Context: an optimization exercise on an open-source flow, tuned for a short achievable clock period and few clock cycles. The choices shown serve that exercise and are no tape-out recipe.
The RTL was checked by simulation tests, not by an equivalence proof against the original design.
Power figures rest on the tool's default switching activity, not on a simulated workload.

## cpu
module cpu(clk, reset, imem_addr, imem_data, dmem_addr, dmem_we, dmem_wdata, dmem_rdata, over);
Size: roughly 9000 cells after synthesis, about 130 I/O pins, about 0.11 mm^2 of cells after synthesis.
Settings: LEC_CHECK=0, ABC_CLOCK_PERIOD_IN_PS=3000, CAP_MARGIN=20, CORE_MARGIN=2, CORE_UTILIZATION=55, SLEW_MARGIN=20; clock period 10.5 ns.
standard.sh (not shown) runs the stock make flow with config.mk's settings and CLKGATE_MAP_FILE= SYNTH_SCRIPT=/design/flow/synth_recipe.tcl, a recipe that flattens the netlist after the stock synthesis.
==> flow/flow/run.sh <==
#!/bin/bash
# Own flow: the standard synthesis unchanged, then the standard ORFS layout
# with three changes to how it is optimised (constraints, clock tree and all
# else are the standard flow's):
#  - the port buffers are buf_6 cells instead of the default choice;
#  - sizing may change a cell's footprint (MATCH_CELL_FOOTPRINT=0);
#  - from clock tree synthesis on, timing repair is given a larger setup-slack
#    margin, so that it keeps working towards a shorter period than the
#    10.5 ns the constraints ask for.
# Each step's output goes to its own log here; ORFS keeps its logs in orfs/.
set -o pipefail
MARGIN=7
OPTS=(MATCH_CELL_FOOTPRINT=0 "BUFFER_PORTS_ARGS=-buffer_cell sky130_fd_sc_hd__buf_6")
bash standard.sh synth > synth.log 2>&1 || exit 1
bash standard.sh "${OPTS[@]}" place > place.log 2>&1 || exit 1
bash standard.sh "${OPTS[@]}" SETUP_SLACK_MARGIN=$MARGIN finish > finish.log 2>&1 || exit 1
Testbench counts at the start, summed over its fixed seeds: cycles 25,001.
==> next run, changes <==
--- a/flow/flow/run.sh
+++ b/flow/flow/run.sh
@@ -12 +12 @@
-MARGIN=7
+MARGIN=7.5
CORE_UTILIZATION = 60   (was 55)
Effect: With this change the flow did not get past global routing (5_1_grt) with GRT-0232; area after synthesis is unchanged; synthesized cell count is unchanged.
==> next run, changes <==
--- a/flow/flow/run.sh
+++ b/flow/flow/run.sh
@@ -12 +12 @@
-MARGIN=7.5
+MARGIN=7
What happened: Now the flow passed the timing, design-rule and antenna checks; synthesized area stays the same; synthesized cell count stays the same.
==> next run, changes <==
--- a/flow/flow/run.sh
+++ b/flow/flow/run.sh
@@ -12 +12 @@
-MARGIN=7
+MARGIN=7.3
CORE_UTILIZATION = 50   (was 60)
Via count rose by 6.6%.
Wire length rose by 19%.
Final area rose by 12%.
First-iteration DRC count fell by 2.4%.
Register-to-register slack gets worse by 20 ps.
Final cell count rose by 10%.
Power rose by 10%.
Die area rose by 20%.

Setup of fjord:
Another version of the RTL of cpu (not shown whole).
Size: ~8,800 cells after synthesis, roughly 1,800 flip-flops, roughly 130 I/O pins, roughly 110,000 um2 of cells after synthesis.
clock: 10.5 ns
lec_check: 0
abc_clock_period_in_ps: 3000
cap_margin: 20
core_margin: 2
core_utilization: 50
slew_margin: 20
==> flow/flow/run.sh <==
#!/bin/bash
# Own flow: the standard synthesis unchanged, then the standard ORFS layout
# with three changes to how it is optimised (constraints, clock tree and all
# else are the standard flow's):
#  - the port buffers are buf_6 cells instead of the default choice;
#  - sizing may change a cell's footprint (MATCH_CELL_FOOTPRINT=0);
#  - from clock tree synthesis on, timing repair is given a larger setup-slack
#    margin, so that it keeps working towards a shorter period than the
#    10.5 ns the constraints ask for.
# Each step's output goes to its own log here; ORFS keeps its logs in orfs/.
set -o pipefail
MARGIN=7.3
OPTS=(MATCH_CELL_FOOTPRINT=0 "BUFFER_PORTS_ARGS=-buffer_cell sky130_fd_sc_hd__buf_6")
bash standard.sh synth > synth.log 2>&1 || exit 1
bash standard.sh "${OPTS[@]}" place > place.log 2>&1 || exit 1
bash standard.sh "${OPTS[@]}" SETUP_SLACK_MARGIN=$MARGIN finish > finish.log 2>&1 || exit 1
fjord completed; timing, DRC and antenna clean
Testbench counts of fjord, summed over its fixed seeds: cycles 25,001.
diff inputs: fjord => yarrow
Settings: CORE_UTILIZATION changed from 50 to 60.
diff --git a/flow/flow/run.sh b/flow/flow/run.sh
--- a/flow/flow/run.sh
+++ b/flow/flow/run.sh
@@ -10,5 +10,5 @@
 # Each step's output goes to its own log here; ORFS keeps its logs in orfs/.
 set -o pipefail
-MARGIN=7.3
+MARGIN=7
 OPTS=(MATCH_CELL_FOOTPRINT=0 "BUFFER_PORTS_ARGS=-buffer_cell sky130_fd_sc_hd__buf_6")
 bash standard.sh synth > synth.log 2>&1 || exit 1
[summary]
Summary: with fjord as the reference, routability congestion estimate in yarrow moved up by a few percent.
yarrow vs fjord — peak supply drop dropped by a little under 10%
[yarrow] number of buffers added by the clock tree synthesis step fell 2 relative to fjord
Chip height (yarrow vs. fjord) decreases by a little under 10%
yarrow against fjord: sequential share of power higher, die area lower.
Routed wire length down about 4.7% in yarrow wrt fjord

-- afterwards: timing with drivers on the ports --
In the flow no input, the clock included, has a driving cell. The finished layouts below were timed again as built, in two steps.
Step 1: set_driving_cell puts a clkbuf_16 on clk and a buf_2 on each other input, an assumption about the parent block.
Step 2 moves the port delays by t, midway between the first and last clock arrival at a register: inputs arrive t later, outputs are due t later. That takes back most of the time a late clock gives input paths.
Slacks: ideal ports / drivers / drivers and shift; pairs: ideal ports / drivers.
| run | t, ns | setup slack, ns | hold WS [ns] | slew at the worst register clock pin (ns) | cell pins on the clock port's net |
|---|---|---|---|---|---|
| the first run of note 1 | 0.956 | 6.788 / 6.788 / 5.890 | 0.325 / 0.325 / 0.325 | 0.07 / 0.07 | 1 |
| the third run of note 1 | 0.987 | 6.708 / 6.708 / 5.927 | 0.312 / 0.312 / 0.312 | 0.07 / 0.07 | 1 |
| the fourth run of note 1 | 1.007 | 6.693 / 6.693 / 5.822 | 0.325 / 0.325 / 0.325 | 0.07 / 0.07 | 1 |
| fjord | 1.002 | 6.683 / 6.683 / 5.896 | 0.323 / 0.323 / 0.323 | 0.08 / 0.08 | 1 |
| yarrow | 0.978 | 6.490 / 6.490 / 5.848 | 0.325 / 0.325 / 0.325 | 0.07 / 0.07 | 1 |
After both steps every run listed still meets setup and hold. The setup slack of the first run of note 1, which loses most, moves by 0.000 ns with the drivers and by -0.898 ns with both steps.
